From an optimization exercise on the open Yosys and OpenROAD flow, aimed at a short achievable clock period and few clock cycles; shortcuts taken in it are not production practice. The RTL was checked by simulation tests, not by an equivalence proof against the original design. No activity file was given, so power comes from the tool's default toggle rates.

Design MIPS, start of the top module:
module MIPS	(input		clk, reset_n,
		 output	[31:0]	imem_addr,
		 input	[31:0]	imem_data,
		 output	[31:0]	dmem_addr, dmem_wdata,
		 output		dmem_we,
		 input	[31:0]	dmem_rdata);
Size: about 6,800 cells after synthesis, about 160 I/O pins.
export LEC_CHECK = 0
export ABC_CLOCK_PERIOD_IN_PS = 3000
export CAP_MARGIN = 20
export CORE_MARGIN = 2
export CORE_UTILIZATION = 50
export SLEW_MARGIN = 20
export SYNTH_HIERARCHICAL = 1
export SYNTH_MINIMUM_KEEP_SIZE = 0
export TNS_END_PERCENT = 100
create_clock -name core_clock -period 11.5 [get_ports {clk}]
standard.sh (not shown) runs the stock make flow with config.mk's settings and CLKGATE_MAP_FILE= SYNTH_SCRIPT=/design/flow/synth_recipe.tcl, a recipe that flattens the netlist after the stock synthesis.
==> flow/flow/run.sh <==
#!/bin/bash
# Layout of the design: the standard flow (standard.sh) with different
# effort settings; the constraints (clock period, I/O delays, loads) are
# the standard flow's, unchanged.
#  - ports are buffered with buf_4 instead of the weakest buffer.
set -euo pipefail
bash standard.sh \
  SETUP_SLACK_MARGIN=8.3 \
  SETUP_MOVE_SEQUENCE=unbuffer,sizeup,swap,split \
  "BUFFER_PORTS_ARGS=-buffer_cell sky130_fd_sc_hd__buf_4" \
  finish > standard_flow.log 2>&1
Testbench counts at the start, summed over its fixed seeds: cycles 28,914.
Rerun with:
--- a/flow/design.v
+++ b/flow/design.v
@@ -115,18 +115,16 @@
 	reg  [1:0]	bt_rr;		 
 	reg		wq_v, kq_v;	 
 	reg  [31:0]	wq_pc, wq_tgt, wq_word;
 	reg  [1:0]	kq_idx;
 	reg  [31:0]	a_e, b_e, sd_e, alt_e;
 	reg		fs_e;
 	reg  [7:0]	bneg_e, bone_e, btwo_e;	 
 	reg		wen_e, ld_e, st_e, mul_e, beq_e, bne_e, pred_e;
-	reg		addi_e;		 
-	reg  [31:0]	nimm_e;		 
 	reg  [4:0]	wdst_e;
 	reg  [1:0]	sel_e;		 
 	reg		sub_e;
 	reg  [1:0]	lop_e;		 
 	reg  [31:0]	res_m, sd_m, ms_m, mc_m;
 	reg		wen_m, ld_m, st_m, mul_m;
 	reg  [4:0]	wdst_m;
 	reg  [31:0]	rf [1:31];
@@ -214,24 +212,19 @@
 	end
 	wire		bhit = |hitv;
 	wire		same   = (rs == rt);
 	wire		pred_s = (is_beq & (same | imm[15])) | (is_bne & ~same);
 	wire [31:0]	btgt_d;
 	wire		btgt_co;
 	ks_add #(32) dadd (.a(pcp1_d), .b({{16{imm[15]}}, imm}), .cin(1'b0), .s(btgt_d), .cout(btgt_co));
 	wire		word_ok = (bw_d == ir_d);
-	wire		fuse   = (is_beq | is_bne) & addi_e &
-				 (((rt == 5'd0) & fe_s) | ((rs == 5'd0) & fe_t));
-	wire		zero_e = (a_e == nimm_e);
-	wire		pred_d = fuse ? (is_beq ? zero_e : ~zero_e) : pred_s;
-	wire		f_took = bt_d & word_ok;
-	wire		redirect_d = v_d & ~stall & ~is_j & ((bt_d & ~word_ok) | (f_took ^ pred_d));
-	wire [31:0]	rtgt_d = pred_d ? btgt_d : pcp1_d;
-	wire [31:0]	alt_d  = pred_d ? pcp1_d : btgt_d;
+	wire		redirect_d = v_d & ~stall & ~is_j & (bt_d ? ~word_ok : pred_s);
+	wire [31:0]	rtgt_d = pred_s ? btgt_d : pcp1_d;
+	wire [31:0]	alt_d  = pred_s ? pcp1_d : btgt_d;
 	wire		bt_ins = v_d & ~stall & ~is_j & pred_s & ~(bt_d & word_ok);
 	wire		bt_kill = v_d & ~stall & bt_d & ~word_ok;
 	wire [31:0]	A = a_e;
 	wire [31:0]	B = b_e;
 	wire [31:0]	Bx = sub_e ? ~B : B;
 	wire [32:0]	sum;
 	wire [31:0]	carry;
 	ks_add #(32) aadd (.a(A), .b(Bx), .cin(sub_e), .s(sum[31:0]), .c(carry), .cout(sum[32]));
@@ -287,30 +280,30 @@
 			bt_tgt[bt_rr]  <= wq_tgt;
 			bt_word[bt_rr] <= wq_word;
 		end
 	end
 	always @(posedge clk, negedge reset_n)
 		if (!reset_n) begin
 			pc_f   <= 32'b0;
 			v_d    <= 1'b0;
-			wen_e  <= 1'b0; ld_e <= 1'b0; st_e <= 1'b0; mul_e <= 1'b0; addi_e <= 1'b0;
+			wen_e  <= 1'b0; ld_e <= 1'b0; st_e <= 1'b0; mul_e <= 1'b0;
 			beq_e  <= 1'b0; bne_e <= 1'b0;
 			wen_m  <= 1'b0; ld_m <= 1'b0; st_m <= 1'b0; mul_m <= 1'b0;
 		end else begin
 			pc_f <= pc_next;
 			if (mispredict | redirect_d)
 				v_d <= 1'b0;
 			else if (!stall)
 				v_d <= 1'b1;
 			if (mispredict | stall | ~v_d) begin
-				wen_e <= 1'b0; ld_e <= 1'b0; st_e <= 1'b0; mul_e <= 1'b0; addi_e <= 1'b0;
+				wen_e <= 1'b0; ld_e <= 1'b0; st_e <= 1'b0; mul_e <= 1'b0;
 				beq_e <= 1'b0; bne_e <= 1'b0;
 			end else begin
-				wen_e <= wen_d; ld_e <= is_lw; st_e <= is_sw; mul_e <= is_mul; addi_e <= is_addi & wen_d;
+				wen_e <= wen_d; ld_e <= is_lw; st_e <= is_sw; mul_e <= is_mul;
 				beq_e <= is_beq; bne_e <= is_bne;
 			end
 			wen_m <= wen_e; ld_m <= ld_e; st_m <= st_e; mul_m <= mul_e;
 		end
 	always @(posedge clk) begin
 		if (!stall) begin
 			ir_d   <= imem_data;
 			pc_d   <= pc_f;
@@ -325,18 +318,17 @@
 		fs_e   <= fe_t;
 		bneg_e <= bneg_d;
 		bone_e <= bone_d;
 		btwo_e <= btwo_d;
 		wdst_e <= wdst;
 		sel_e  <= sel_d;
 		sub_e  <= sub_d;
 		lop_e  <= lop_d;
-		pred_e <= pred_d;
-		nimm_e <= ~immx + 32'd1;
+		pred_e <= pred_s;
 		alt_e  <= alt_d;
 		res_m  <= res_e;
 		sd_m   <= fs_e ? wres : sd_e;
 		ms_m   <= ms_e;
 		mc_m   <= mc_e;
 		wdst_m <= wdst_e;
 	end
 endmodule
What happened: Worst setup slack improves by 190 ps; design area drops by 1.5%; non-clock buffer count decreases by 21; power went down by 1.4%; maximum frequency increases by 5.0%; utilization goes down by 0.25 points; via count rises by about 0.43%; sequential power is about the same; synthesized area fell by about 1%; register-to-register slack gets better by 190 ps; combinational power is about the same; die area goes down by 1.1%; synthesized cell count falls by about 1.1%.
Testbench counts after the change, summed over its fixed seeds: cycles 29,524.

==> separate check: timing with driven ports <==
How much do the figures lean on ideal ports? The routed layouts below were timed once more, with nothing changed but the port constraints.
Step 1 sets driving cells, clkbuf_16 on the clock port and buf_2 on the other inputs (assumed; they add their load-dependent delay and slew).
Step 2, shift: input delay + t, output delay - t, t = (earliest + latest rising clock arrival at the registers) / 2. This alone moves slack from input paths to output paths.
Three values: ideal ports, drivers, drivers and shift; two values: the first two.
| run | t (ns) | setup WS [ns] | hold slack, ns | worst register clock-pin slew, ns |
|---|---|---|---|---|
| the first run | 0.962 | 7.567 / 7.567 / 7.227 | 0.338 / 0.338 / 0.338 | 0.07 / 0.07 |
| the second run | 0.926 | 7.753 / 7.674 / 7.313 | 0.338 / 0.338 / 0.338 | 0.07 / 0.07 |
After both steps every run listed still meets setup and hold. For the second run, which loses most, drivers alone change the setup slack by -0.079 ns; drivers and shift together by -0.440 ns.
